From an optimization exercise on the open Yosys and OpenROAD flow, aimed at small area and a short achievable clock period; shortcuts taken in it are not production practice.
At most, simulation tests tie the RTL to the original design; equivalence was not proved.
Only the layout flow was run in runs 8 and 9; the RTL was not checked for function there.

File: flow/config.mk
export PLATFORM = sky130hd
export DESIGN_NAME = fft_3_8
export DESIGN_NICKNAME = fft_3_8
export VERILOG_FILES = /design/flow/design.v
export SDC_FILE = /design/flow/constraint.sdc
export NUM_CORES = 4
export LEC_CHECK = 0
export CAP_MARGIN = 20
export CORE_MARGIN = 2
export CORE_UTILIZATION = 40
export SETUP_SLACK_MARGIN = 5
export SLEW_MARGIN = 20
File: flow/constraint.sdc
create_clock -name core_clock -period 9.5 [get_ports {clk}]
set_input_delay 1.9000 -clock core_clock [delete_from_list [all_inputs] [get_ports {clk}]]
set_output_delay 1.9000 -clock core_clock [all_outputs]
set_load 0.01 [all_outputs]
File: flow/design.v
module fft_3_8 #(
 parameter DBW = 8,
 parameter CBW = 3) (
 input                  clk,
 input                  rstx,
 input                  clear,
 input      [  DBW-1:0] din,
 output reg [2*DBW-1:0] dout );
reg [7:0] ph;
always @(posedge clk or negedge rstx)
  if (!rstx)      ph <= 8'd1;
  else if (clear) ph <= 8'd1;
  else            ph <= {ph[6:0], ph[7]};
wire [7:0] phn = clear ? 8'd1 : {ph[6:0], ph[7]};    
reg [7:0] din_r, sr1, sr2, sr3, sr4;
wire st1 = ph[5] | ph[6] | ph[7] | ph[0];
reg [7:0] opb;
always @(posedge clk) opb <= (ph[0] | ph[1]) ? sr1 : din;
wire [9:0] sum  = {{2{sr4[7]}}, sr4} + {{2{opb[7]}}, opb} + 10'd1;
wire [9:0] diff = {{2{sr4[7]}}, sr4} - {{2{opb[7]}}, opb} + 10'd1;
wire [7:0] s = sum[8:1];
wire       dsat = (sr4 == 8'h7f) && (opb == 8'h80);
wire [7:0] d = dsat ? 8'h7f : diff[8:1];
always @(posedge clk) begin
  din_r <= din;
  sr1   <= st1 ? s : din_r;
  sr2   <= sr1;
  sr3   <= sr2;
  sr4   <= sr3;
end
reg [7:0] d0, d1, d2, d3;       
reg [7:0] c0, c1, c4, c5;
always @(posedge clk) begin
  if (ph[5]) d0 <= d;
  if (ph[6]) d1 <= d;
  if (ph[7]) d2 <= d;
  if (ph[0]) d3 <= d;
  if (ph[1]) begin c0 <= s; c1 <= d; end
  if (ph[2]) begin c4 <= s; c5 <= d; end
end
reg        tneg;                   
always @(posedge clk) tneg <= phn[5] | phn[6];
wire [9:0] ta3  = {{2{d1[7]}}, d1} ^ {10{tneg}};
wire [9:0] ta7  = ~{{2{d3[7]}}, d3};
wire [1:0] tk   = tneg ? (2'd2 - d1[0] + d3[0]) : (2'd1 + d1[0] + d3[0]);
wire [9:0] t2   = ta3 + ta7 + {8'd0, tk};
reg  [8:0] t;
always @(posedge clk) t <= t2[9:1];
wire [13:0] tx  = {{5{t[8]}}, t};
wire [13:0] q1 = tx << 5, q2 = tx << 3, q3 = tx << 2;
wire [13:0] ps1 = q1 ^ q2 ^ q3;
wire [13:0] pc1 = {(q1[12:0] & q2[12:0]) | (q1[12:0] & q3[12:0]) | (q2[12:0] & q3[12:0]), 1'b0};
wire [13:0] ps2 = ps1 ^ pc1 ^ tx;
wire [13:0] pc2 = {(ps1[12:0] & pc1[12:0]) | (ps1[12:0] & tx[12:0]) | (pc1[12:0] & tx[12:0]), 1'b0};
wire [13:0] p45 = ps2 + pc2;
reg [13:0] wp1, wp2;
reg [7:0]  wa1, wa5;
reg        we;
always @(posedge clk) begin
  if (ph[5]) begin wp1 <= p45; wa1 <= d0; wa5 <= d2; we <= d3[0]; end
  if (ph[6]) wp2 <= p45;
end
reg rA, rB, cx, nre, nim, nai, ken, kep, sat4;
always @(posedge clk or negedge rstx)
  if (!rstx) begin
    rA <= 1'b0; rB <= 1'b1; cx <= 1'b0; nre <= 1'b0; nim <= 1'b0; nai <= 1'b0;
    ken <= 1'b0; kep <= 1'b0;
  end else begin
    rA  <= phn[5] | phn[6];                       
    rB  <= phn[7] | phn[0];                       
    cx  <= phn[1] | phn[2] | phn[3] | phn[4];     
    nre <= phn[6] | phn[2] | phn[3];
    nim <= phn[7] | phn[2] | phn[4];
    nai <= phn[1] | phn[2];
    ken <= phn[3] & we;
    kep <= phn[4] & we;
  end
reg x4s;
always @(posedge clk) if (ph[3]) x4s <= (c0 == 8'h7f) && (c4 == 8'h80);
always @(posedge clk) sat4 <= x4s & phn[7];
wire [15:0] are = ({16{rA}} & {{2{c0[7]}}, c0, 6'd0})
                | ({16{rB}} & {{2{c1[7]}}, c1, 6'd0})
                | ({16{cx}} & {{3{wa1[7]}}, wa1, 5'd0});
wire [15:0] pre = (({16{rA}} & {{2{c4[7]}}, c4, 6'd0})
                |  ({16{cx}} & {{2{wp1[13]}}, wp1})) ^ {16{nre}};
wire [7:0] kre = (ken ? 8'd110 : kep ? 8'd19 : {7'd32, nre})
               + {2'd0, cx & wa1[0], 5'd0};
wire [15:0] aim = {16{cx}} & ({{3{wa5[7]}}, wa5, 5'd0} ^ {16{nai}});
wire [15:0] pim = (({16{rB}} & {{2{c5[7]}}, c5, 6'd0})
                |  ({16{cx}} & {{2{wp2[13]}}, wp2})) ^ {16{nim}};
wire [7:0] kim = (rA ? 8'd0 : ken ? 8'd19 : kep ? 8'd110
                 : 8'd64 + {6'd0, nai & nim, nai ^ nim})
               + {2'd0, cx & wa5[0], 5'd0};
wire [14:0] sre = are[14:0] ^ pre[14:0] ^ {7'd0, kre};
wire [14:0] cre = {(are[13:0] & pre[13:0]) | ((are[13:0] | pre[13:0]) & {6'd0, kre}), 1'b0};
wire [14:0] sim = aim[14:0] ^ pim[14:0] ^ {7'd0, kim};
wire [14:0] cim = {(aim[13:0] & pim[13:0]) | ((aim[13:0] | pim[13:0]) & {6'd0, kim}), 1'b0};
wire [7:0] lre = {1'b0, sre[6:0]} + {1'b0, cre[6:0]};
wire [7:0] lim = {1'b0, sim[6:0]} + {1'b0, cim[6:0]};
reg [7:0] hre_s, hre_c, him_s, him_c;
reg       hre_k, him_k;
always @(posedge clk) begin
  hre_s <= sre[14:7]; hre_c <= cre[14:7]; hre_k <= lre[7];
  him_s <= sim[14:7]; him_c <= cim[14:7]; him_k <= lim[7];
end
wire [7:0] xre = sat4 ? 8'h7f : hre_s + hre_c + {7'd0, hre_k};
wire [7:0] xim = him_s + him_c + {7'd0, him_k};
always @(posedge clk) dout <= {xim, xre};
endmodule
File: flow/run.sh
#!/bin/bash
# synth_recipe.tcl (not shown) runs the flow's synth.tcl, then flattens the netlist and writes it again
# the make line also repeats each setting of config.mk as NAME=value (left out here)
make -C /OpenROAD-flow-scripts/flow DESIGN_CONFIG=/design/flow/config.mk WORK_HOME=/design/flow/orfs CLKGATE_MAP_FILE= SYNTH_SCRIPT=/design/flow/synth_recipe.tcl finish
==> results of run 1 <==
worst paths after layout:
path,from,endpoint,depth (start not counted)
max in group asynchronous,rstx,ken,1
worst max-delay path,t[3],wp2[12],10
worst min-delay path,sr2[3],sr3[3],0
worst max register to register,t[3],wp2[12],10
min in group asynchronous,rstx,nai,1
worst min register to register,sr2[3],sr3[3],0
synth_stat cells (2+ instances only):
| cell | number | area share [%] |
|---|---|---|
| edfxtp_1 | 110 | 31 |
| nor2b_1 | 13 | 0.77 |
| dfstp_2 | 2 | 0.49 |
| dfrtp_1 | 14 | 3.3 |
| nand3_1 | 12 | 0.56 |
| nor3_1 | 4 | 0.19 |
| buf_2 | 4 | 0.19 |
| or3_1 | 7 | 0.41 |
| a41o_1 | 3 | 0.28 |
| o21a_1 | 4 | 0.28 |
| o21bai_1 | 6 | 0.42 |
| and3_1 | 3 | 0.18 |
| xor2_1 | 39 | 3.2 |
| nor4bb_1 | 4 | 0.38 |
| nor2_1 | 26 | 0.92 |
| nor3b_1 | 3 | 0.21 |
| a222oi_1 | 7 | 0.66 |
| clkbuf_1 | 11 | 0.39 |
| o2111ai_1 | 2 | 0.16 |
| nand2b_1 | 8 | 0.47 |
| and4_1 | 3 | 0.25 |
| mux2_2 | 11 | 1.2 |
| o41ai_1 | 2 | 0.16 |
| o22ai_1 | 2 | 0.12 |
| fa_1 | 30 | 5.6 |
| a21o_1 | 8 | 0.56 |
| a211oi_1 | 4 | 0.28 |
| nor4_1 | 4 | 0.24 |
| inv_1 | 84 | 3.0 |
| dfxtp_1 | 107 | 20 |
| or4_1 | 2 | 0.14 |
| ha_1 | 97 | 11 |
| a21oi_1 | 25 | 1.2 |
| a31oi_1 | 6 | 0.35 |
| a22oi_1 | 18 | 1.3 |
| or2_2 | 4 | 0.24 |
| nand2_1 | 49 | 1.7 |
| o21ai_0 | 22 | 1.0 |
| xnor2_1 | 47 | 3.9 |
| and2_1 | 13 | 0.77 |
routing by layer:
metal	wire length [um]	part of all wire (%)	track usage [%]
met5	0	0	0
met3	717	3.7	2.19
met2	8990	46	23.5
met1	9220	47	19.8
met4	555	2.8	4.39
logic make-up (layout without fill, tap and decap cells):
logic type,Yosys count,in the layout
xor+xnor,86,86
compound gates,121,121
simple gates,160,160
fa+ha+maj,127,127
flops,233,233
mux,12,12
buf+inv,100,162
layout make-up:
class,instances,area (sq um)
fillers,2338,14000
multi-input cells,506,4410
repair buffers,33,313
well taps,335,419
clock inverters,10,48.8
inverters,84,315
flip-flops and latches,233,5850
clock buffers,35,704
per-stage QoR:
step                hold slack, ns
global placement             0.310
CTS                          0.326
detailed placement           0.313
finish                       0.325
global route                 0.330
floorplan                    0.310
registers in the layout, summed over array words and instances, names as in the netlist, 9 cells and up:
signal  flops
wp2        14
dout       16
wp1        14
t           9
critical path, cell delays in order, from the launching register on:
cell and delay [ns]:
dfxtp_1 0.43, inv_1 0.10, fa_1 0.52, fa_1 0.51, inv_1 0.04, ha_1 0.33, and3_1 0.24, a2111oi_4 0.42
o21ai_0 0.13, a21oi_1 0.18, xnor2_1 0.09
==> impl_metrics.ini, run 1 <==
[status]
status = complete, no violations

[hold_path]
hold_class = reg2reg

[synth]
async_reset_ff_share_pct = 6.87
ys_types = 59
synth_seq_cells = 233
syn_avg_cell_area_sq_um = 12.7
synth-xor-area-share_pct = 7.09
yosys_warnings = 1
syn_nets = 977
seq_area_frac_synth_pct = 55.0
synth_compound_area_share_pct = 8.15
yosys.area_share.simple_pct = 7.85
syn_area_sq_um = 10600
synth_top_family_by_area = adder cells
muxShareOfSynthArea_pct = 1.26
synth_ff_type = edfxtp_1
synthAdderAreaFrac_pct = 17.1
syn_inst = 839
synth_edf_count = 110

[timing]
min_period_ns = 3.24
max_freq_ghz = 0.308
hold_violations = 0
worstMarginPinSlew_ns = 1.03
min_period_over_period_pct = 34.1
slew_viol_final = 0
setup-violations-final = 0
grt_setup_unrepaired = no
slew_headroom_pct = 30.8
fin_worst_skew_ns = 0.0101
fin_setup_tns_ns = 0
finalWorstSetupSlack_ns = 6.26

[floorplanning]
fp.dieH_um = 167
io_pins = 27
num_rows = 59
chipWidth_um = 167
core_area_sq_um = 26100
dieArea_sq_um = 27900
initial_utilization_pct = 40.8

[cts]
cts_buffers = 25
cts_hold_buf = 0
clk_latency_ns = 0.51
cts.path.max_buffers = 3
cts.clk_slew.worst_paths_ns = 0.06
htree_num_levels = 1
cts-root-buf = clkbuf_16
cts_setup_buffers = 0
cts_tree = built
cts_resized = 0
cts.sinks = 233

[drt]
wl_per_cell_um = 15.8
vias = 6074
drtIter0Drc = 413
drtPass1Iterations = 4
ant_nets = 0
post-route-drc-count = 0
avgViaCountPerCell = 4.91
routed_wl_um = 19500

[final_layout]
final_nets = 1021
antennaDiodeCount = 0
final_common_cell = edfxtp_1
postLayoutCoreUtil_pct = 46.3
layout-drive-gt1-share_pct = 7.33
finalNonFillerCells = 1236
final_cell_mix = edfxtp_1 (110), dfxtp_1 (107), ha_1 (97)
fin_area_sq_um = 12100
layout-area-overhead-vs-synth_pct = 13.4

[critical_path]
rrSetupSlack_ns = 6.26
critPathLaunchType = register
path_class = reg2reg
critPathCaptureType = register
cp.required_ns = 9.76
cp_max_fo = 5
cp.arrival_ns = 3.50

[place]
place_ws_ns = 6.15
gp_congestion = 0.787
io_buffers = 26
hpwlAfterDp_um = 14200
dp_cells = 1191
placed_area_sq_um = 11300

[grt]
grtUsageTotal_pct = 14.4
antenna_found_initial = 0
grt_pass1_vias = 6131
grt_max_degree = 51
grt_overflow = 0
grt_pass1_wl_um = 32200

[flow_run]
cap_violations = 0
==> run 2, diff against run 1 <==
--- a/flow/config.mk
+++ b/flow/config.mk
@@ -7,6 +7,7 @@
 export LEC_CHECK = 0
 export CAP_MARGIN = 20
 export CORE_MARGIN = 2
-export CORE_UTILIZATION = 40
+export CORE_UTILIZATION = 60
+export CTS_BUF_LIST = sky130_fd_sc_hd__clkbuf_4 sky130_fd_sc_hd__clkbuf_8
 export SETUP_SLACK_MARGIN = 5
 export SLEW_MARGIN = 20
==> impl_metrics.ini, run 2 <==
[critical_path]
crit_chain = inv_1 > fa_1 > fa_1 > inv_1 > ha_1 > and3_1 > a2111oi_4 > o21ai_0 > a21oi_1 > xnor2_1
cp.required_ns = 9.77
path_class = reg2reg
max_stage_delay_ns = 0.53
cp_max_fo = 5
critPathCaptureType = register
slowest_stage = fa_1
cp.arrival_ns = 3.55
critPathLaunchType = register
rrSetupSlack_ns = 6.22

[place]
gp_congestion = 0.851
hpwlAfterDp_um = 14800
io_buffers = 26

[grt]
grt_util_met1_pct = 29.7
grt_pass1_vias = 6453
grt_most_used_layer = met2
grt_overflow = 0
grtUsageTotal_pct = 22.9
met2_usage_pct = 37.3
antenna_found_initial = 0
use_met3_pct = 4.59
grt_max_degree = 51
grt_pass1_wl_um = 32600

[status]
status = complete, no violations

[cts]
cts.sinks = 233
cts.clk_slew.worst_paths_ns = 0.06
cts-root-buf = clkbuf_8
cts_resized = 0
clk_latency_ns = 0.52
cts_hold_buf = 0
cts_tree = built
cts.path.max_buffers = 3
htree_num_levels = 2
cts_buffers = 39
cts_setup_buffers = 0

[synth]
synth_seq_cells = 233
seq_area_frac_synth_pct = 55.0
syn_avg_cell_area_sq_um = 12.7
ys_types = 59
syn_area_sq_um = 10600
async_reset_ff_share_pct = 6.87
yosys_warnings = 1
netlist_top_cells_area = edfxtp_1 (31%), dfxtp_1 (20%), ha_1 (11%)
synth_common_cells = edfxtp_1 (110), dfxtp_1 (107), ha_1 (97)
synth_edf_count = 110
yosysMostFrequentCell = edfxtp_1
synth_top_cell_area_share_pct = 31.1
yosysTopAreaCell = edfxtp_1
synth_ff_type = edfxtp_1
syn_nets = 977
syn_inst = 839

[flow_run]
cap_violations = 0

[floorplanning]
dieArea_sq_um = 18800
chipWidth_um = 137
num_rows = 48
io_pins = 27
fp.dieH_um = 137
core_area_sq_um = 17300
initial_utilization_pct = 61.5

[timing]
worstMarginPinSlew_ns = 0.945
hold_violations = 0
fin_setup_tns_ns = 0
hold_ws_ns = 0.325
grt_setup_unrepaired = no
slew_headroom_pct = 36.8
slew_viol_final = 0
min_period_ns = 3.28
min_period_over_period_pct = 34.5
setup-violations-final = 0
fin_worst_skew_ns = 0.0159
max_freq_ghz = 0.305

[final_layout]
top_register = dout
final_cell_mix = edfxtp_1 (110), dfxtp_1 (107), ha_1 (97)
multi_input_area_sq_um = 4410
largest_register_ffs = 16
antennaDiodeCount = 0
final_common_cell = edfxtp_1
layout-drive-gt1-share_pct = 10.7
reg_top3 = dout x16, wp1 x14, wp2 x14
nFillCells = 1269
regArea_sq_um = 5850
layout-area-overhead-vs-synth_pct = 13.4
final_nets = 1031

[drt]
avgViaCountPerCell = 5.47
drtPass1Iterations = 6
routed_wl_um = 20200
ant_nets = 0
vias = 6284
wl_per_cell_um = 17.6
drtIter0Drc = 352
post-route-drc-count = 0

[hold_path]
hold_class = reg2reg
==> run 2: layout make-up <==
cell class / count / share of cell area [%]
tap: 225 / 2.33
multi-input combinational: 506 / 36.6
inverter: 84 / 2.62
clock buffer: 55 / 5.60
timing repair buffer: 29 / 2.35
clock inverter: 17 / 2.02
sequential: 233 / 48.5
==> run 2: cell families after synthesis <==
kind of cell,after synthesis,synth area share (%)
and+or+nand+nor,160,7.85
adders and majority gates,127,17.1
xor gates and xnor gates,86,7.09
AOI/OAI and AO/OA,121,8.15
DFF,233,55.0
buffers and inverters,100,3.58
muxes,12,1.26
==> run 2: per-stage QoR <==
step	setup slack [ns]	cell area (sq um)	std cells	utilization, %
after global placement	6.19	11100	1077	64.3
after global routing	5.99	12100	1149	69.7
final	6.22	12100	1149	69.7
after detailed placement	6.15	11100	1077	64.4
after floorplan	6.44	10600	839	-
after CTS	6.22	12100	1149	69.7
==> run 2: routing by layer <==
metal  wire, um  up-vias
met4        679        0
met1       8940     3053
met5          0        -
met3        893       43
met2       9660      131
li1           -     3057
==> run 2: critical path, delay by kind of cell (launching register included) <==
| family | cells | cell delay [ns] |
|---|---|---|
| AOI/OAI and AO/OA | 3 | 0.73 |
| adders and majority gates | 3 | 1.38 |
| xor gates and xnor gates | 1 | 0.09 |
| DFF | 1 | 0.43 |
| and+or+nand+nor | 1 | 0.25 |
| buffers and inverters | 2 | 0.14 |
==> run 2: worst paths after layout <==
check                       start  endpoint  depth (start not counted)
min reg2reg                sr3[0]    sr4[0]                          0
max                          t[3]   wp1[12]                         10
min                        sr3[0]    sr4[0]                          0
max in group asynchronous    rstx     ph[6]                          1
max reg2reg                  t[3]   wp1[12]                         10
min in group asynchronous    rstx     ph[5]                          1
==> run 3, diff against run 2 <==
--- a/flow/config.mk
+++ b/flow/config.mk
@@ -7,7 +7,8 @@
 export LEC_CHECK = 0
 export CAP_MARGIN = 20
 export CORE_MARGIN = 2
-export CORE_UTILIZATION = 60
-export CTS_BUF_LIST = sky130_fd_sc_hd__clkbuf_4 sky130_fd_sc_hd__clkbuf_8
+export CORE_UTILIZATION = 40
+export CTS_CLUSTER_DIAMETER = 100
+export CTS_CLUSTER_SIZE = 30
 export SETUP_SLACK_MARGIN = 5
 export SLEW_MARGIN = 20
==> impl_metrics.ini, run 3 <==
[status]
status = complete, no violations

[synth]
synth_ff_type = edfxtp_1
yosys_warnings = 1
synth_common_cells = edfxtp_1 (110), dfxtp_1 (107), ha_1 (97)
yosysTopAreaCell = edfxtp_1
netlist_top_cells_area = edfxtp_1 (31%), dfxtp_1 (20%), ha_1 (11%)
synth_top_cell_area_share_pct = 31.1
ys_types = 59
yosysMostFrequentCell = edfxtp_1
synth_seq_cells = 233
syn_nets = 977
async_reset_ff_share_pct = 6.87
syn_avg_cell_area_sq_um = 12.7
synth_edf_count = 110
syn_area_sq_um = 10600
seq_area_frac_synth_pct = 55.0
syn_inst = 839

[timing]
max_freq_ghz = 0.307
hold_violations = 0
setup-violations-final = 0
slew_viol_final = 0
worstMarginPinSlew_ns = 1.02
min_period_ns = 3.26
min_period_over_period_pct = 34.3
slew_headroom_pct = 31.5
grt_setup_unrepaired = no
fin_setup_tns_ns = 0
fin_worst_skew_ns = 0.0113

[cts]
cts_setup_buffers = 0
cts_buffers = 11
cts-root-buf = clkbuf_16
cts_resized = 0
cts_tree = built
clk_latency_ns = 0.47
htree_num_levels = 1
cts.path.max_buffers = 3
cts.sinks = 233
cts.clk_slew.worst_paths_ns = 0.11
cts_hold_buf = 0

[floorplanning]
initial_utilization_pct = 40.8
fp.dieH_um = 167
core_area_sq_um = 26100
chipWidth_um = 167
io_pins = 27
num_rows = 59
dieArea_sq_um = 27900

[drt]
ant_nets = 0
drtPass1Iterations = 5
avgViaCountPerCell = 4.91
wl_per_cell_um = 15.9
vias = 5926
drtIter0Drc = 439
routed_wl_um = 19200
post-route-drc-count = 0

[critical_path]
critPathCaptureType = register
crit_chain = inv_1 > fa_1 > fa_1 > inv_1 > ha_1 > and3_1 > a2111oi_4 > o21ai_0 > a21oi_1 > xnor2_1
path_class = reg2reg
cp.arrival_ns = 3.49
rrSetupSlack_ns = 6.24
cp.required_ns = 9.73
regToRegStartpoint = t[3]
max_stage_delay_ns = 0.52
ff2ff_path_depth = 10
critPathLaunchType = register
slowest_stage = fa_1
cp_max_fo = 5
r2r_end = wp1[12]

[final_layout]
largest_register_ffs = 16
top_register = dout
finalNonFillerCells = 1208
layout-area-overhead-vs-synth_pct = 9.43
final_nets = 1007
final_cell_mix = edfxtp_1 (110), dfxtp_1 (107), ha_1 (97)
antennaDiodeCount = 0
reg_top3 = dout x16, wp1 x14, wp2 x14
nFillCells = 2370
fin_area_sq_um = 11600
layout-drive-gt1-share_pct = 5.04
final_common_cell = edfxtp_1

[hold_path]
hold_depth = 0
hold_class = reg2reg
hp-start = sr2[3]
holdPathEnd = sr3[3]

[place]
io_buffers = 26
gp_congestion = 0.787
placed_area_sq_um = 11300
dp_cells = 1191
hpwlAfterDp_um = 14200

[grt]
grt_pass1_wl_um = 31600
grt_pass1_vias = 6030
grtUsageTotal_pct = 14.1
grt_max_degree = 51
antenna_found_initial = 0
grt_overflow = 0

[flow_run]
cap_violations = 0
## run 3: cell type report
type / instances / area [sq um] / area share [%]
timing repair buffer: 33 / 313 / 2.69
clock buffer: 17 / 329 / 2.83
sequential: 233 / 5850 / 50.3
inverter: 84 / 315 / 2.71
multi-input combinational: 506 / 4410 / 37.9
tap: 335 / 419 / 3.60
## run 3: how the worst max path moves through the flow
stage / to / slack (ns) / cells after the start / startpoint
global placement: cx / 6.15 / 3 / clear
finish: wp1[12] / 6.24 / 10 / t[3]
detailed placement: cx / 6.15 / 3 / clear
global route: wp2[10] / 6.00 / 10 / t[3]
floorplan: wp1[12] / 6.44 / 10 / t[3]
CTS: wp1[12] / 6.22 / 10 / t[3]
## run 3: cells by family after synthesis
logic type	after synthesis	share of synthesized area (%)
flops	233	55.0
compound gates	121	8.15
simple gates	160	7.85
xor+xnor	86	7.09
buf+inv	100	3.58
mux	12	1.26
fa+ha+maj	127	17.1
## run 3: metrics by stage
| stage | util [%] | setup slack (ns) | hold slack, ns |
|---|---|---|---|
| 2_1_floorplan | - | 6.44 | 0.310 |
| 6_report | 44.6 | 6.24 | 0.331 |
| 3_5_place_dp | 43.4 | 6.15 | 0.313 |
| 5_1_grt | 44.6 | 6.00 | 0.344 |
| 4_1_cts | 44.6 | 6.22 | 0.336 |
| 3_3_place_gp | 43.4 | 6.15 | 0.310 |
## run 3: routing by layer
metal / global-route usage, % / vias up / share of wire (%)
met3: 1.69 / 18 / 3.5
met5: 0 / - / 0
met1: 19.9 / 2841 / 48
li1: - / 2982 / -
met4: 2.89 / 0 / 1.7
met2: 23.6 / 85 / 46
## run 3: critical path: cells and delay by family, from the launching register on
kind	cells	cell delay [ns]
xor gates and xnor gates	1	0.09
and+or+nand+nor	1	0.24
buffers and inverters	2	0.14
AOI/OAI and AO/OA	3	0.72
DFF	1	0.45
adders and majority gates	3	1.36
==> run 4, diff against run 3 <==
==> flow/flow/run.sh (new file) <==
#!/bin/bash
set -euo pipefail
MARGIN=${MARGIN:-8}
sed "s/SETUP_SLACK_MARGIN=[0-9.]*/SETUP_SLACK_MARGIN=$MARGIN/" standard.sh > margin_flow.sh
bash margin_flow.sh > margin_flow.log 2>&1
==> flow/standard.sh (new file) <==
#!/bin/bash
# synth_recipe.tcl (not shown) runs the flow's synth.tcl, then flattens the netlist and writes it again
# the make line also repeats each setting of config.mk as NAME=value (left out here)
make -C /OpenROAD-flow-scripts/flow DESIGN_CONFIG=/design/flow/config.mk WORK_HOME=/design/flow/orfs CLKGATE_MAP_FILE= SYNTH_SCRIPT=/design/flow/synth_recipe.tcl "${@:-finish}"
removed: flow/run.sh
==> impl_metrics.ini, run 4 <==
[status]
status = complete, no violations

[timing]
hold_violations = 0
min_period_over_period_pct = 31.0
slew_viol_final = 0
slew_headroom_pct = 45.9
min_period_ns = 2.94
fin_worst_skew_ns = 0.0183
setup-violations-final = 0
max_freq_ghz = 0.340
fin_setup_tns_ns = 0
worstMarginPinSlew_ns = 0.811
grt_setup_unrepaired = yes

[synth]
syn_nets = 977
synth_edf_count = 110
yosys_warnings = 1
ys_types = 59
async_reset_ff_share_pct = 6.87
seq_area_frac_synth_pct = 55.0
syn_inst = 839
syn_area_sq_um = 10600
synth_top_cell_area_share_pct = 31.1
synth_seq_cells = 233
synth_ff_type = edfxtp_1
synth_common_cells = edfxtp_1 (110), dfxtp_1 (107), ha_1 (97)
syn_avg_cell_area_sq_um = 12.7
netlist_top_cells_area = edfxtp_1 (31%), dfxtp_1 (20%), ha_1 (11%)
yosysMostFrequentCell = edfxtp_1
yosysTopAreaCell = edfxtp_1

[floorplanning]
chipWidth_um = 167
dieArea_sq_um = 27900
io_pins = 27
core_area_sq_um = 26100
fp.dieH_um = 167
initial_utilization_pct = 40.8
num_rows = 59

[final_layout]
layout-area-overhead-vs-synth_pct = 29.9
final_nets = 1089
layout-drive-gt1-share_pct = 38.9
top_register = dout
fin_area_sq_um = 13800
finalNonFillerCells = 1292
antennaDiodeCount = 0
largest_register_ffs = 16
nFillCells = 2200
final_cell_mix = edfxtp_1 (110), dfxtp_1 (72), ha_1 (65)
final_common_cell = edfxtp_1
postLayoutCoreUtil_pct = 53.0
reg_top3 = dout x16, wp1 x14, wp2 x14

[grt]
grtUsageTotal_pct = 15.0
grt_pass1_vias = 6291
antenna_found_initial = 0
grt_pass1_wl_um = 33500
grt_overflow = 0
grt_max_degree = 51

[critical_path]
crit_chain = inv_2 > fa_1 > fa_1 > inv_2 > ha_4 > and3_4 > a2111oi_4 > o21bai_1 > a21oi_2 > xnor2_1
critPathCaptureType = register
cp.required_ns = 9.74
cp.arrival_ns = 3.18
slowest_stage = fa_1
cp_max_fo = 6
critPathLaunchType = register
ff2ff_path_depth = 10
max_stage_delay_ns = 0.51
path_class = reg2reg

[cts]
cts.clk_slew.worst_paths_ns = 0.11
cts.path.max_buffers = 3
cts_buffers = 12
clk_latency_ns = 0.48
htree_num_levels = 1
cts_tree = built
cts_hold_buf = 0
cts-root-buf = clkbuf_16
cts.sinks = 233

[place]
placed_area_sq_um = 11800
hpwlAfterDp_um = 14100
dp_cells = 1188
io_buffers = 26
gp_congestion = 0.815

[drt]
vias = 6420
drtPass1Iterations = 5
avgViaCountPerCell = 4.97
wl_per_cell_um = 16.7
post-route-drc-count = 0
ant_nets = 0
routed_wl_um = 21500
drtIter0Drc = 331

[flow_run]
cap_violations = 0

[hold_path]
hold_class = reg2reg
hold_depth = 0
-- run 4: critical path: cells and delay by family, from the launching register on --
family,cells,cell delay (ns)
compound gates,3,0.72
xor+xnor,1,0.10
fa+ha+maj,3,1.22
buf+inv,2,0.09
flops,1,0.40
simple gates,1,0.16
-- run 4: worst paths after layout --
check                      startpoint  endpoint  slack (ns)
setup / recovery                 t[2]   wp2[10]        6.56
hold / removal                 sr3[1]    sr4[1]        0.33
setup reg to reg                 t[2]   wp2[10]        6.56
hold reg to reg                sr3[1]    sr4[1]        0.33
max in group asynchronous        rstx        rB        8.05
min in group asynchronous        rstx     ph[2]        1.21
-- run 4: metal layers --
metal	vias up	track usage [%]	wire length, um
li1	3150	-	-
met1	3151	21.4	10100
met2	94	24.3	10300
met3	25	1.76	725
met4	0	4.16	461
met5	-	0	0
-- run 4: cells by family (layout without fill, tap and decap cells) --
logic type,count (synthesis),in the layout,synth area share [%]
buffers and inverters,100,218,3.58
multiplexers,12,12,1.26
AO/OA/AOI/OAI,121,121,8.15
AND/OR/NAND/NOR,160,160,7.85
flip-flops,233,233,55.0
adder cells (fa/ha/maj),127,127,17.1
XOR/XNOR,86,86,7.09
-- run 4: stage by stage --
stage / setup WS (ns) / hold WS (ns)
final: 6.56 / 0.333
after floorplan: 6.71 / 0.310
after global placement: 5.83 / 0.310
after global routing: 6.46 / 0.337
after CTS: 6.57 / 0.335
after detailed placement: 5.82 / 0.312
-- run 4: timing repair --
action                                  4_1_cts  5_1_grt
cloned                                        0        2
gates resized for setup                     244      100
endpoints found under the setup margin      204      186
setup buffers                                47       35
pin swaps                                    42       63
-- run 4: final cells by class --
| class | instances | area (sq um) | area share [%] |
|---|---|---|---|
| clock buffer | 16 | 337 | 2.44 |
| tap | 335 | 419 | 3.03 |
| timing repair buffer | 114 | 1240 | 8.97 |
| clock inverter | 4 | 52.6 | 0.380 |
| inverter | 84 | 323 | 2.34 |
| sequential | 233 | 5930 | 43.0 |
| multi-input combinational | 506 | 5510 | 39.9 |
==> run 5, diff against run 4 <==
==> flow/flow/run.sh (replaced) <==
#!/bin/bash
set -euo pipefail
MARGIN=${MARGIN:-6.5}
sed "s/SETUP_SLACK_MARGIN=[0-9.]*/SETUP_SLACK_MARGIN=$MARGIN/" standard.sh > margin_flow.sh
bash margin_flow.sh > margin_flow.log 2>&1
==> impl_metrics.ini, run 5 <==
[floorplanning]
io_pins = 27
chipWidth_um = 167
initial_utilization_pct = 40.8
fp.dieH_um = 167
dieArea_sq_um = 27900
core_area_sq_um = 26100
num_rows = 59

[critical_path]
crit_buf_inv = 1
critPathLaunch = dout[1]
critPathLaunchType = register
crit_chain = dlygate4sd2_1
path_delay_family = flip-flops
r2r_end = wp2[12]
cp_max_fo = 1
ff2ff_path_depth = 10
max_stage_delay_ns = 0.31
path_class = reg2out
cp.arrival_ns = 1.06
regToRegStartpoint = t[5]
cp.required_ns = 7.60
slowest_stage = dfxtp_1
critPathCaptureType = output port
rrSetupSlack_ns = 6.56

[drt]
avgViaCountPerCell = 4.96
ant_nets = 0
drtIter0Drc = 425
routed_wl_um = 19800
vias = 6060
post-route-drc-count = 0
drtPass1Iterations = 5
wl_per_cell_um = 16.2

[synth]
yosys_warnings = 1
syn_inst = 839
syn_area_sq_um = 10600
synth_edf_count = 110
synth_top_cell_area_share_pct = 31.1
synth_ff_type = edfxtp_1
yosysTopAreaCell = edfxtp_1
yosysMostFrequentCell = edfxtp_1
synth_common_cells = edfxtp_1 (110), dfxtp_1 (107), ha_1 (97)
ys_types = 59
seq_area_frac_synth_pct = 55.0
syn_avg_cell_area_sq_um = 12.7
async_reset_ff_share_pct = 6.87
synth_seq_cells = 233
netlist_top_cells_area = edfxtp_1 (31%), dfxtp_1 (20%), ha_1 (11%)
syn_nets = 977

[cts]
clk_latency_ns = 0.49
cts.sinks = 233
cts_tree = built
cts_buffers = 12
htree_num_levels = 1
cts-root-buf = clkbuf_16
cts.path.max_buffers = 3
cts_hold_buf = 0
cts.clk_slew.worst_paths_ns = 0.11

[final_layout]
layout-area-overhead-vs-synth_pct = 11.4
layout-drive-gt1-share_pct = 9.14
antennaDiodeCount = 0
final_nets = 1018
multi_input_area_sq_um = 4460
regArea_sq_um = 5880
final_cell_mix = edfxtp_1 (110), dfxtp_1 (98), ha_1 (94)
final_common_cell = edfxtp_1
nFillCells = 2391
reg_top3 = dout x16, wp1 x14, wp2 x14
postLayoutCoreUtil_pct = 45.4
largest_register_ffs = 16
top_register = dout

[grt]
antenna_found_initial = 0
grt_max_degree = 51
grt_pass1_vias = 5905
grtUsageTotal_pct = 14.5
grt_overflow = 0
grt_pass1_wl_um = 32100

[timing]
slew_viol_final = 0
setup-violations-final = 0
hold_violations = 0
worstMarginPinSlew_ns = 1.06
fin_setup_tns_ns = 0
max_freq_ghz = 0.338
fin_worst_skew_ns = 0.0331
slew_headroom_pct = 28.5
grt_setup_unrepaired = yes
min_period_ns = 2.96
min_period_over_period_pct = 31.1

[hold_path]
hold_class = reg2reg
hp-start = sr3[1]
holdPathEnd = sr4[1]
hold_depth = 0

[place]
gp_congestion = 0.776
io_buffers = 26
hpwlAfterDp_um = 14300

[flow_run]
cap_violations = 0

[status]
status = complete, no violations
run 5: cell counts after synthesis:
No cell type changed its count.
run 5: repair_timing:
action / in CTS / in global routing
endpoints found under the setup margin: 21 / 26
resized for setup: 25 / 30
hold endpoints to repair: 0 / 0
setup buffers: 3 / 9
pin swaps: 1 / 12
run 5: worst max-delay path by stage:
stage | end | slack, ns | cells past startpoint
2_1_floorplan | wp1[12] | 6.53 | 10
3_3_place_gp | cx | 6.14 | 3
3_5_place_dp | cx | 6.08 | 3
4_1_cts | dout[7] | 6.50 | 1
5_1_grt | wp2[12] | 6.43 | 10
6_report | dout[1] | 6.54 | 1
run 5: area by class of cell:
class	count	area share (%)
clock buffer	18	2.91
inverter	84	2.68
tap	335	3.54
timing repair buffer	43	3.13
multi-input combinational	506	37.7
sequential	233	49.6
clock inverter	2	0.391
run 5: kinds of logic after synthesis:
family                     Yosys count  synth area share [%]
AOI/OAI and AO/OA                  121                  8.15
xor gates and xnor gates            86                  7.09
adders and majority gates          127                  17.1
buffers and inverters              100                  3.58
DFF                                233                  55.0
muxes                               12                  1.26
and+or+nand+nor                    160                  7.85
run 5: per-stage QoR:
step	cell area, sq um	hold slack (ns)	setup WS [ns]	instances
after CTS	11700	0.325	6.50	1212
after global routing	11800	0.329	6.43	1221
after global placement	11300	0.310	6.14	1189
final	11800	0.325	6.54	1221
after floorplan	10600	0.310	6.53	839
after detailed placement	11300	0.312	6.08	1189
run 5: metal layers:
| metal | wire length, um | track usage, % | up-vias | part of all wire [%] |
|---|---|---|---|---|
| met5 | 0 | 0 | - | 0 |
| met4 | 448 | 3.56 | 0 | 2.3 |
| met3 | 760 | 2.16 | 27 | 3.8 |
| met2 | 9280 | 23.9 | 99 | 47 |
| met1 | 9340 | 20.0 | 2924 | 47 |
| li1 | - | - | 3010 | - |
==> run 6, diff against run 5 <==
==> flow/flow/run.sh (replaced) <==
#!/bin/bash
set -euo pipefail
MARGIN=${MARGIN:-7}
sed "s/SETUP_SLACK_MARGIN=[0-9.]*/SETUP_SLACK_MARGIN=$MARGIN/" standard.sh > margin_flow.sh
bash margin_flow.sh > margin_flow.log 2>&1
--- a/flow/config.mk
+++ b/flow/config.mk
@@ -8,7 +8,5 @@
 export CAP_MARGIN = 20
 export CORE_MARGIN = 2
 export CORE_UTILIZATION = 40
-export CTS_CLUSTER_DIAMETER = 100
-export CTS_CLUSTER_SIZE = 30
 export SETUP_SLACK_MARGIN = 5
 export SLEW_MARGIN = 20
==> impl_metrics.ini, run 6 <==
[synth]
async_reset_ff_share_pct = 6.87
synth_top_cell_area_share_pct = 31.1
syn_avg_cell_area_sq_um = 12.7
seq_area_frac_synth_pct = 55.0
synth_ff_type = edfxtp_1
yosysTopAreaCell = edfxtp_1
synth_common_cells = edfxtp_1 (110), dfxtp_1 (107), ha_1 (97)
netlist_top_cells_area = edfxtp_1 (31%), dfxtp_1 (20%), ha_1 (11%)
ys_types = 59
syn_nets = 977
yosys_warnings = 1
synth_seq_cells = 233
synth_edf_count = 110
syn_area_sq_um = 10600
syn_inst = 839
yosysMostFrequentCell = edfxtp_1

[place]
placed_area_sq_um = 11400
hpwlAfterDp_um = 14100
io_buffers = 26
place_ws_ns = 6.07
gp_congestion = 0.786

[timing]
grt_setup_unrepaired = yes
max_freq_ghz = 0.344
min_period_ns = 2.90
fin_setup_tns_ns = 0
min_period_over_period_pct = 30.6
fin_worst_skew_ns = 0.0169
slew_headroom_pct = 35.2
hold_ws_ns = 0.325
hold_violations = 0
finalWorstSetupSlack_ns = 6.60
worstMarginPinSlew_ns = 0.968
setup-violations-final = 0
slew_viol_final = 0

[cts]
cts_tree = built
htree_num_levels = 1
clk_latency_ns = 0.52
cts-root-buf = clkbuf_16
cts.sinks = 233
cts_buffers = 25
cts.clk_slew.worst_paths_ns = 0.06
cts.path.max_buffers = 3
cts_hold_buf = 0

[drt]
vias = 6181
routed_wl_um = 20500
avgViaCountPerCell = 4.91
post-route-drc-count = 0
ant_nets = 0
drtIter0Drc = 434
wl_per_cell_um = 16.3
drtPass1Iterations = 5

[final_layout]
top_register = dout
layout-drive-gt1-share_pct = 21.4
layout-area-overhead-vs-synth_pct = 19.0
fin_area_sq_um = 12700
reg_top3 = dout x16, wp1 x14, wp2 x14
nFillCells = 2273
final_nets = 1044
final_cell_mix = edfxtp_1 (110), dfxtp_1 (92), ha_1 (82)
largest_register_ffs = 16
final_common_cell = edfxtp_1

[floorplanning]
num_rows = 59
initial_utilization_pct = 40.8
chipWidth_um = 167
core_area_sq_um = 26100
io_pins = 27
fp.dieH_um = 167
dieArea_sq_um = 27900

[critical_path]
max_stage_delay_ns = 0.51
slowest_stage = fa_1
critPathLaunchType = register
cp_max_fo = 5
cp.arrival_ns = 3.15
crit_chain = inv_2 > fa_1 > fa_1 > inv_2 > ha_4 > and3_4 > a2111oi_4 > o21bai_1 > a21oi_1 > xnor2_1
cp.required_ns = 9.74
critPathCaptureType = register
path_class = reg2reg

[grt]
grt_max_degree = 42
antenna_found_initial = 1
grt_pass1_wl_um = 32900
grt_pass1_vias = 6263
grt_overflow = 0
grtUsageTotal_pct = 14.9

[status]
status = complete, no violations

[hold_path]
hold_class = reg2reg

[flow_run]
cap_violations = 0
-- run 6: cell counts after synthesis --
Identical to the previous run, type by type.
-- run 6: what timing repair did --
item,CTS,global route
pin swaps,26,25
setup buffers,20,4
setup endpoints to repair,73,59
resized for setup,131,41
cloned,1,0
-- run 6: layer usage --
layer	vias up	wire (um)	global-route usage, %	part of all wire (%)
met2	124	9750	25.3	48
met4	0	533	4.12	2.6
met3	34	941	2.73	4.6
met5	-	0	0	0
met1	2947	9260	19.6	45
li1	3076	-	-	-
-- run 6: logic make-up (layout without fill, tap and decap cells) --
logic type                 count (synthesis)  after routing  share of synthesized area, %
adders and majority gates                127            127                          17.1
muxes                                     12             12                          1.26
other                                      0              1                             0
xor gates and xnor gates                  86             86                          7.09
AOI/OAI and AO/OA                        121            121                          8.15
DFF                                      233            233                          55.0
and+or+nand+nor                          160            160                          7.85
buffers and inverters                    100            185                          3.58
-- run 6: critical path: cells and delay by family (launching register included) --
family | cells | cell delay [ns]
compound gates | 3 | 0.67
xor+xnor | 1 | 0.11
fa+ha+maj | 3 | 1.22
buf+inv | 2 | 0.09
flops | 1 | 0.35
simple gates | 1 | 0.19
-- run 6: area by class of cell --
class	count	area, sq um	area share (%)
diodes	1	2.50	0.0198
clock buffers	28	637	5.03
clock inverters	17	144	1.14
inverters	84	323	2.55
multi-input cells	506	4760	37.6
flip-flops and latches	233	5900	46.6
well taps	335	419	3.31
repair buffers	56	469	3.71
-- run 6: worst paths after layout --
kind / from / end / slack [ns] / cells after the start
hold / removal: sr2[7] / sr3[7] / 0.32 / 0
setup reg to reg: t[1] / wp1[10] / 6.60 / 10
min in group asynchronous: rstx / nim / 1.43 / 1
hold reg to reg: sr2[7] / sr3[7] / 0.32 / 0
setup / recovery: t[1] / wp1[10] / 6.60 / 10
max in group asynchronous: rstx / rA / 7.54 / 1
-- run 6: metrics by stage --
step                      std cells  utilization (%)
after floorplan                 839                -
after global placement         1189             43.7
after global routing           1259             48.5
final                          1260             48.6
after CTS                      1255             47.8
after detailed placement       1189             43.7
==> run 7, diff against run 6 <==
--- a/flow/config.mk
+++ b/flow/config.mk
@@ -8,5 +8,7 @@
 export CAP_MARGIN = 20
 export CORE_MARGIN = 2
 export CORE_UTILIZATION = 40
+export CTS_CLUSTER_DIAMETER = 100
+export CTS_CLUSTER_SIZE = 30
 export SETUP_SLACK_MARGIN = 5
 export SLEW_MARGIN = 20
==> impl_metrics.ini, run 7 <==
[final_layout]
layout-drive-gt1-share_pct = 20.4
final_common_cell = edfxtp_1
multi_input_area_sq_um = 4800
largest_register_ffs = 16
finalNonFillerCells = 1242
nFillCells = 2304
layout-area-overhead-vs-synth_pct = 16.2
regArea_sq_um = 5900
top_register = dout
final_cell_mix = edfxtp_1 (110), dfxtp_1 (92), ha_1 (83)
final_nets = 1038
reg_top3 = dout x16, wp1 x14, wp2 x14

[floorplanning]
initial_utilization_pct = 40.8
num_rows = 59
chipWidth_um = 167
fp.dieH_um = 167
io_pins = 27
dieArea_sq_um = 27900
core_area_sq_um = 26100

[synth]
synth_top_cell_area_share_pct = 31.1
syn_nets = 977
seq_area_frac_synth_pct = 55.0
syn_inst = 839
yosysTopAreaCell = edfxtp_1
synth_ff_type = edfxtp_1
netlist_top_cells_area = edfxtp_1 (31%), dfxtp_1 (20%), ha_1 (11%)
syn_area_sq_um = 10600
yosys_warnings = 1
async_reset_ff_share_pct = 6.87
synth_edf_count = 110
yosysMostFrequentCell = edfxtp_1
ys_types = 59
synth_common_cells = edfxtp_1 (110), dfxtp_1 (107), ha_1 (97)
synth_seq_cells = 233
syn_avg_cell_area_sq_um = 12.7

[grt]
grt_overflow = 0
grt_max_degree = 51
grt_pass1_vias = 6142
grtUsageTotal_pct = 14.7
grt_pass1_wl_um = 32500
antenna_found_initial = 1

[critical_path]
critPathCaptureType = register
ff2ff_path_depth = 10
cp.arrival_ns = 3.13
cp.required_ns = 9.72
cp_max_fo = 5
path_class = reg2reg
critPathLaunchType = register

[timing]
min_period_over_period_pct = 30.7
fin_worst_skew_ns = 0.0125
grt_setup_unrepaired = yes
slew_headroom_pct = 35.2
slew_viol_final = 0
max_freq_ghz = 0.343
fin_setup_tns_ns = 0
min_period_ns = 2.91
setup-violations-final = 0
worstMarginPinSlew_ns = 0.969
hold_violations = 0

[drt]
wl_per_cell_um = 16.6
drtPass1Iterations = 7
post-route-drc-count = 0
drtIter0Drc = 369
routed_wl_um = 20600
ant_nets = 0
vias = 6176
avgViaCountPerCell = 4.97

[status]
status = complete, no violations

[cts]
cts-root-buf = clkbuf_16
cts.sinks = 233
cts.path.max_buffers = 3
cts_buffers = 12
htree_num_levels = 1
cts.clk_slew.worst_paths_ns = 0.11
clk_latency_ns = 0.48
cts_hold_buf = 0
cts_tree = built

[hold_path]
hold_class = reg2reg
hold_depth = 0

[flow_run]
cap_violations = 0

[place]
io_buffers = 26
gp_congestion = 0.786
dp_cells = 1189
hpwlAfterDp_um = 14100
==> run 7: changes by cell type in the layout (fill, tap and decap cells not counted), moves of 3 or more <==
cell	previous run	this run
clkbuf_16	25	14
clkinv_1	5	0
buf_4	27	31
buf_6	4	7
clkinv_2	4	1
ha_2	7	4
==> run 7: final timing paths <==
path	from	to	slack (ns)
worst min-delay path	sr2[1]	sr3[1]	0.33
max in group asynchronous	rstx	rA	7.54
worst min register to register	sr2[1]	sr3[1]	0.33
worst max register to register	t[1]	wp1[10]	6.59
min in group asynchronous	rstx	nim	1.44
worst max-delay path	t[1]	wp1[10]	6.59
==> run 7: metal layers <==
metal  track usage (%)  wire length [um]
met5                 0                 0
met4              4.39               564
met3              2.04               705
met2              24.9              9810
met1              19.6              9530
==> run 7: layout make-up <==
type                       count  area share, %
clock inverter                 4          0.365
inverter                      84           2.61
clock buffer                  16           2.73
sequential                   233           47.7
antenna                        1         0.0203
tap                          335           3.39
multi-input combinational    506           38.9
timing repair buffer          63           4.25
==> run 7: stage by stage <==
step,instance area [sq um],worst slack [ns],utilization (%),hold WS [ns]
after floorplan,10700,6.71,-,0.310
after global placement,11400,6.12,43.7,0.310
after detailed placement,11400,6.07,43.7,0.312
after CTS,12100,6.55,46.3,0.330
after global routing,12300,6.47,47.4,0.331
final,12400,6.59,47.4,0.328
==> run 7: worst max-delay path: stages (launching register included) <==
cell and delay (ns):
dfxtp_4 0.37, inv_2 0.04, fa_1 0.48, fa_1 0.51, inv_2 0.05, ha_4 0.23
and3_4 0.19, a2111oi_4 0.40, o21bai_1 0.10, a21oi_1 0.16, xnor2_1 0.13
==> run 7: logic make-up (layout without fill, tap and decap cells) <==
family	count (synthesis)	after routing	synth area share, %
and+or+nand+nor	160	160	7.85
adders and majority gates	127	127	17.1
xor gates and xnor gates	86	86	7.09
DFF	233	233	55.0
other	0	1	0
buffers and inverters	100	167	3.58
AOI/OAI and AO/OA	121	121	8.15
muxes	12	12	1.26
==> run 7: what timing repair did <==
action,4_1_cts,5_1_grt
setup buffers,20,11
gates cloned,0,1
setup endpoints to repair,74,64
resized for setup,133,45
pin swaps,28,23
==> run 8, diff against run 7 <==
--- a/flow/design.v
+++ b/flow/design.v
@@ -6,12 +6,14 @@
  input                  clear,
  input      [  DBW-1:0] din,
  output reg [2*DBW-1:0] dout );
-reg [7:0] ph;
+reg [2:0] cnt;
 always @(posedge clk or negedge rstx)
-  if (!rstx)      ph <= 8'd1;
-  else if (clear) ph <= 8'd1;
-  else            ph <= {ph[6:0], ph[7]};
-wire [7:0] phn = clear ? 8'd1 : {ph[6:0], ph[7]};    
+  if (!rstx)      cnt <= 3'd0;
+  else if (clear) cnt <= 3'd0;
+  else            cnt <= cnt + 3'd1;
+wire [2:0] cntn = clear ? 3'd0 : cnt + 3'd1;
+wire [7:0] ph  = 8'd1 << cnt;
+wire [7:0] phn = 8'd1 << cntn;                       
 reg [7:0] din_r, sr1, sr2, sr3, sr4;
 wire st1 = ph[5] | ph[6] | ph[7] | ph[0];
 reg [7:0] opb;
@@ -95,15 +97,18 @@
 wire [14:0] cre = {(are[13:0] & pre[13:0]) | ((are[13:0] | pre[13:0]) & {6'd0, kre}), 1'b0};
 wire [14:0] sim = aim[14:0] ^ pim[14:0] ^ {7'd0, kim};
 wire [14:0] cim = {(aim[13:0] & pim[13:0]) | ((aim[13:0] | pim[13:0]) & {6'd0, kim}), 1'b0};
-wire [7:0] lre = {1'b0, sre[6:0]} + {1'b0, cre[6:0]};
-wire [7:0] lim = {1'b0, sim[6:0]} + {1'b0, cim[6:0]};
-reg [7:0] hre_s, hre_c, him_s, him_c;
+wire [13:0] lre = {1'b0, sre[12:0]} + {1'b0, cre[12:0]};
+wire [13:0] lim = {1'b0, sim[12:0]} + {1'b0, cim[12:0]};
+reg [5:0] hre_l, him_l;
+reg [1:0] hre_s, hre_c, him_s, him_c;
 reg       hre_k, him_k;
 always @(posedge clk) begin
-  hre_s <= sre[14:7]; hre_c <= cre[14:7]; hre_k <= lre[7];
-  him_s <= sim[14:7]; him_c <= cim[14:7]; him_k <= lim[7];
+  hre_l <= lre[12:7]; hre_k <= lre[13]; hre_s <= sre[14:13]; hre_c <= cre[14:13];
+  him_l <= lim[12:7]; him_k <= lim[13]; him_s <= sim[14:13]; him_c <= cim[14:13];
 end
-wire [7:0] xre = sat4 ? 8'h7f : hre_s + hre_c + {7'd0, hre_k};
-wire [7:0] xim = him_s + him_c + {7'd0, him_k};
+wire [1:0] tre = hre_s + hre_c + {1'b0, hre_k};
+wire [1:0] tim = him_s + him_c + {1'b0, him_k};
+wire [7:0] xre = sat4 ? 8'h7f : {tre, hre_l};
+wire [7:0] xim = {tim, him_l};
 always @(posedge clk) dout <= {xim, xre};
 endmodule
==> flow/flow/run.sh (replaced) <==
#!/bin/bash
set -euo pipefail
MARGIN=${MARGIN:-6.5}
sed "s/SETUP_SLACK_MARGIN=[0-9.]*/SETUP_SLACK_MARGIN=$MARGIN/" standard.sh > margin_flow.sh
bash margin_flow.sh > margin_flow.log 2>&1
==> impl_metrics.ini, run 8 <==
[status]
status = complete, no violations

[critical_path]
path_class = reg2reg
cp.arrival_ns = 3.32
cp_max_fo = 13
cp.required_ns = 9.87
rrSetupSlack_ns = 6.55
ff2ff_path_depth = 14
critPathLaunchType = register
critPathCaptureType = register

[synth]
synth-xor-area-share_pct = 7.51
muxShareOfSynthArea_pct = 2.06
syn_area_sq_um = 10400
ys_types = 57
synth_compound_area_share_pct = 7.72
synth_common_cells = edfxtp_1 (110), ha_1 (103), dfxtp_1 (95)
synth_ff_type = edfxtp_1
async_reset_ff_share_pct = 5.09
synth_top_cell_area_share_pct = 31.8
syn_inst = 842
yosysMostFrequentCell = edfxtp_1
seq_area_frac_synth_pct = 52.8
yosys_warnings = 1
synth_top_family_by_area = adder cells
yosysTopAreaCell = edfxtp_1
synthAdderAreaFrac_pct = 17.8
yosys.area_share.simple_pct = 8.01
synth_edf_count = 110
netlist_top_cells_area = edfxtp_1 (32%), dfxtp_1 (18%), ha_1 (12%)
syn_avg_cell_area_sq_um = 12.3
synth_seq_cells = 216
syn_nets = 984

[floorplanning]
dieArea_sq_um = 27200
core_area_sq_um = 25300
initial_utilization_pct = 41.0
num_rows = 58
fp.dieH_um = 165
chipWidth_um = 165
io_pins = 27

[cts]
cts_buffers = 11
clk_latency_ns = 0.47
cts.sinks = 216
cts.clk_slew.worst_paths_ns = 0.11
cts_hold_buf = 0
cts.path.max_buffers = 3
htree_num_levels = 1
cts-root-buf = clkbuf_16
cts_tree = built

[grt]
grt_overflow = 0
grt_pass1_wl_um = 31700
grtUsageTotal_pct = 15.0
antenna_found_initial = 0
grt_max_degree = 37
grt_pass1_vias = 5969

[timing]
min_period_ns = 2.95
min_period_over_period_pct = 31.1
fin_setup_tns_ns = 0
worstMarginPinSlew_ns = 1.06
max_freq_ghz = 0.339
fin_worst_skew_ns = 0.0171
finalWorstSetupSlack_ns = 6.55
setup-violations-final = 0
grt_setup_unrepaired = yes
slew_viol_final = 0
hold_violations = 0
slew_headroom_pct = 28.9

[drt]
ant_nets = 0
avgViaCountPerCell = 4.87
post-route-drc-count = 0
drtPass1Iterations = 5
routed_wl_um = 20000
drtIter0Drc = 313
vias = 5981
wl_per_cell_um = 16.3

[final_layout]
final_cell_mix = edfxtp_1 (110), ha_1 (89), dfxtp_1 (87)
top_register = dout
final_common_cell = edfxtp_1
nFillCells = 2238
largest_register_ffs = 16
antennaDiodeCount = 0
final_nets = 1036
reg_top3 = dout x16, wp1 x14, wp2 x14
layout-drive-gt1-share_pct = 16.7
layout-area-overhead-vs-synth_pct = 15.6

[place]
gp_congestion = 0.797
place_ws_ns = 6.14
io_buffers = 26
hpwlAfterDp_um = 14100

[hold_path]
hold_class = reg2reg
hold_depth = 0

[flow_run]
cap_violations = 0
==> run 8: area by class of cell <==
cell class | instances | area [sq um] | area share, %
Clock inverter | 2 | 50.0 | 0.417
Timing Repair Buffer | 59 | 577 | 4.81
Sequential cell | 216 | 5520 | 46.0
Clock buffer | 15 | 290 | 2.42
Inverter | 89 | 334 | 2.79
Multi-Input combinational cell | 517 | 4810 | 40.1
Tap cell | 330 | 413 | 3.44
==> run 8: path summary, 6_finish.rpt <==
path,from,end
worst max register to register,cx,him_k
worst min register to register,sr3[0],sr4[0]
worst max-delay path,cx,him_k
worst min-delay path,sr3[0],sr4[0]
min in group asynchronous,rstx,cnt[2]
max in group asynchronous,rstx,nim
==> run 8: cells by family after synthesis <==
family	count (synthesis)
AOI/OAI and AO/OA	112
and+or+nand+nor	166
buffers and inverters	109
DFF	216
xor gates and xnor gates	89
adders and majority gates	131
muxes	19
==> run 8: repair_timing <==
| action | 4_1_cts | 5_1_grt |
|---|---|---|
| buffers inserted | 20 | 7 |
| gates resized for setup | 48 | 67 |
| setup endpoints to repair | 40 | 34 |
| cloned | 2 | 0 |
| pin swaps | 10 | 32 |
==> run 8: layer usage <==
layer | GRT usage (%) | wire length (um) | share of wire, % | up-vias
met5 | 0 | 0 | 0 | -
met1 | 20.0 | 9350 | 47 | 2843
li1 | - | - | - | 3008
met4 | 5.02 | 661 | 3.3 | 0
met2 | 25.5 | 9440 | 47 | 100
met3 | 1.91 | 520 | 2.6 | 30
==> run 8: worst max-delay path, stage by stage, from the launching register on <==
cell       delay, ns
dfrtp_2         0.44
buf_4           0.17
buf_16          0.15
nand2_1         0.09
xor2_1          0.22
fa_1            0.44
inv_1           0.10
ha_4            0.20
a21o_1          0.18
a21oi_4         0.14
a2bb2oi_2       0.15
nand2b_1        0.09
nor2_2          0.16
o21ai_2         0.09
or2_4           0.23
==> run 8: per-stage QoR <==
step                      util, %  hold slack, ns  std cells  instance area, sq um
after CTS                    46.0           0.324       1221                 11700
final                        47.4           0.324       1228                 12000
after detailed placement     43.5           0.312       1182                 11000
after floorplan                 -           0.310        842                 10400
after global placement       43.5           0.310       1182                 11000
after global routing         47.4           0.331       1228                 12000
==> run 9, diff against run 8 <==
==> flow/flow/run.sh (replaced) <==
#!/bin/bash
set -euo pipefail
MARGIN=${MARGIN:-6}
sed "s/SETUP_SLACK_MARGIN=[0-9.]*/SETUP_SLACK_MARGIN=$MARGIN/" standard.sh > margin_flow.sh
bash margin_flow.sh > margin_flow.log 2>&1
==> impl_metrics.ini, run 9 <==
[timing]
setup-violations-final = 0
max_freq_ghz = 0.309
slew_viol_final = 0
fin_setup_tns_ns = 0
fin_worst_skew_ns = 0.0239
hold_violations = 0
min_period_over_period_pct = 34.0
min_period_ns = 3.23
grt_setup_unrepaired = no
slew_headroom_pct = 38.7
worstMarginPinSlew_ns = 0.915

[synth]
yosys_warnings = 1
syn_inst = 842
synth_common_cells = edfxtp_1 (110), ha_1 (103), dfxtp_1 (95)
syn_nets = 984
syn_area_sq_um = 10400
yosysTopAreaCell = edfxtp_1
synth_edf_count = 110
synth_seq_cells = 216
synth_top_cell_area_share_pct = 31.8
async_reset_ff_share_pct = 5.09
syn_avg_cell_area_sq_um = 12.3
synth_ff_type = edfxtp_1
seq_area_frac_synth_pct = 52.8
yosysMostFrequentCell = edfxtp_1
netlist_top_cells_area = edfxtp_1 (32%), dfxtp_1 (18%), ha_1 (12%)
ys_types = 57

[floorplanning]
io_pins = 27
fp.dieH_um = 165
core_area_sq_um = 25300
initial_utilization_pct = 41.0
dieArea_sq_um = 27200
chipWidth_um = 165
num_rows = 58

[critical_path]
cp_max_fo = 10
crit_chain = mux2_2 > fa_1 > inv_1 > ha_1 > fa_1 > a21oi_1 > nor2_1 > nor2_1 > nor2b_1 > o21a_1 > o21ai_0 > a32o_1
slowest_stage = dfxtp_1
critPathLaunchType = register
max_stage_delay_ns = 0.67
cp.arrival_ns = 3.63
cp.required_ns = 9.89
critPathCaptureType = register
path_class = reg2reg

[final_layout]
top_register = dout
nFillCells = 2315
fin_area_sq_um = 11400
largest_register_ffs = 16
final_common_cell = edfxtp_1
layout-drive-gt1-share_pct = 7.57
final_nets = 1010
multi_input_area_sq_um = 4480
regArea_sq_um = 5490
layout-area-overhead-vs-synth_pct = 9.64
antennaDiodeCount = 0
reg_top3 = dout x16, wp1 x14, wp2 x14
final_cell_mix = edfxtp_1 (110), ha_1 (103), dfxtp_1 (91)

[drt]
ant_nets = 0
avgViaCountPerCell = 4.89
drtIter0Drc = 436
routed_wl_um = 18300
post-route-drc-count = 0
wl_per_cell_um = 15.2
drtPass1Iterations = 6
vias = 5883

[hold_path]
hold_class = reg2reg

[cts]
clk_latency_ns = 0.47
cts_tree = built
cts.clk_slew.worst_paths_ns = 0.11
cts_buffers = 11
cts.sinks = 216
cts.path.max_buffers = 3
htree_num_levels = 1
cts-root-buf = clkbuf_16

[grt]
antenna_found_initial = 0
grt_max_degree = 52
grt_overflow = 0
grt_pass1_wl_um = 29000
grtUsageTotal_pct = 13.7
grt_pass1_vias = 5565

[flow_run]
cap_violations = 0

[place]
placed_area_sq_um = 11000
io_buffers = 26
gp_congestion = 0.793
hpwlAfterDp_um = 13700

[status]
status = complete, no violations
run 9: cell families after synthesis:
| group | count (synthesis) | share of synthesized area [%] |
|---|---|---|
| flip-flops | 216 | 52.8 |
| AND/OR/NAND/NOR | 166 | 8.01 |
| adder cells (fa/ha/maj) | 131 | 17.8 |
| AO/OA/AOI/OAI | 112 | 7.72 |
| buffers and inverters | 109 | 4.03 |
| XOR/XNOR | 89 | 7.51 |
| multiplexers | 19 | 2.06 |
run 9: area by class of cell:
class / count / area share (%)
sequential: 216 / 48.3
multi-input combinational: 517 / 39.4
inverter: 89 / 2.94
tap: 330 / 3.63
clock inverter: 2 / 0.209
clock buffer: 15 / 2.74
timing repair buffer: 33 / 2.78
run 9: critical path, delay by kind of cell, from the launching register on:
family / cells / cell delay [ns]
adders and majority gates: 3 / 1.12
DFF: 1 / 0.67
AOI/OAI and AO/OA: 4 / 0.67
muxes: 1 / 0.40
and+or+nand+nor: 3 / 0.26
buffers and inverters: 1 / 0.05
run 9: path summary, 6_finish.rpt:
check                       start  cells after the start     end  slack [ns]
max in group asynchronous    rstx                      1     ken        7.33
setup / recovery             tneg                     12    t[8]        6.27
setup reg to reg             tneg                     12    t[8]        6.27
hold reg to reg            sr3[4]                      0  sr4[4]        0.34
hold / removal             sr3[4]                      0  sr4[4]        0.34
min in group asynchronous    rstx                      1     nai        1.78
run 9: metal layers:
layer / share of wire (%) / vias to the layer above / GRT usage (%)
li1: - / 2951 / -
met1: 46 / 2801 / 18.6
met2: 48 / 106 / 23.6
met3: 4.1 / 25 / 1.58
met4: 2.1 / 0 / 3.12
met5: 0 / - / 0
run 9: repair_timing:
item                       CTS  global route
setup endpoints to repair    0            10
gates resized for setup      0             9
hold buffers                 0             0
setup buffers                0             4
run 9: metrics by stage:
step                      cells  hold WS (ns)  worst slack, ns  util (%)
after floorplan             842         0.310             6.27         -
after global placement     1181         0.310             6.10      43.4
after detailed placement   1181         0.312             6.05      43.4
after CTS                  1198         0.338             6.03      44.7
after global routing       1202         0.342             6.00      44.9
final                      1202         0.337             6.27      44.9

[separate check: timing with driven ports]
The flow's constraints put no driver on any port. The routed layouts listed below were extracted and timed again, unchanged, in two steps. Step 1 (the two cells are an assumption about what drives the block):
set clk [get_ports {clk}]
set_driving_cell -lib_cell sky130_fd_sc_hd__clkbuf_16 $clk
set_driving_cell -lib_cell sky130_fd_sc_hd__buf_2 [delete_from_list [all_inputs] $clk]
Step 2 adds t to the input delays and takes it off the output delays; t is the mean of the earliest and latest rising clock arrival at the registers after step 1. Input paths then give back, and output paths get back, about the clock's delay inside the block. a / b / c = ideal / step 1 / step 2; a / b = the first two.
run | t (ns) | setup slack, ns | hold WS [ns] | latest minus earliest clock arrival (ns) | pins driven straight from the clock port
run 1 | 0.551 | 6.256 / 6.212 / 6.114 | 0.325 / 0.325 / 0.325 | 0.012 / 0.012 | 1
run 2 | 0.554 | 6.225 / 6.218 / 6.110 | 0.325 / 0.325 / 0.325 | 0.016 / 0.017 | 1
run 3 | 0.508 | 6.241 / 6.236 / 6.122 | 0.331 / 0.331 / 0.331 | 0.012 / 0.012 | 1
run 4 | 0.520 | 6.556 / 6.556 / 6.556 | 0.333 / 0.333 / 0.333 | 0.024 / 0.024 | 1
run 5 | 0.524 | 6.541 / 6.493 / 6.064 | 0.325 / 0.325 / 0.325 | 0.033 / 0.034 | 1
run 6 | 0.553 | 6.595 / 6.595 / 6.514 | 0.325 / 0.325 / 0.325 | 0.019 / 0.019 | 1
run 7 | 0.520 | 6.587 / 6.587 / 6.507 | 0.328 / 0.328 / 0.328 | 0.013 / 0.013 | 1
run 8 | 0.504 | 6.547 / 6.508 / 6.301 | 0.324 / 0.324 / 0.324 | 0.018 / 0.018 | 1
run 9 | 0.496 | 6.267 / 6.246 / 6.267 | 0.337 / 0.337 / 0.337 | 0.024 / 0.024 | 1
After both steps setup and hold are still met in every run listed. The setup slack of run 5, which loses most, moves by -0.048 ns with the drivers and by -0.477 ns with both steps.
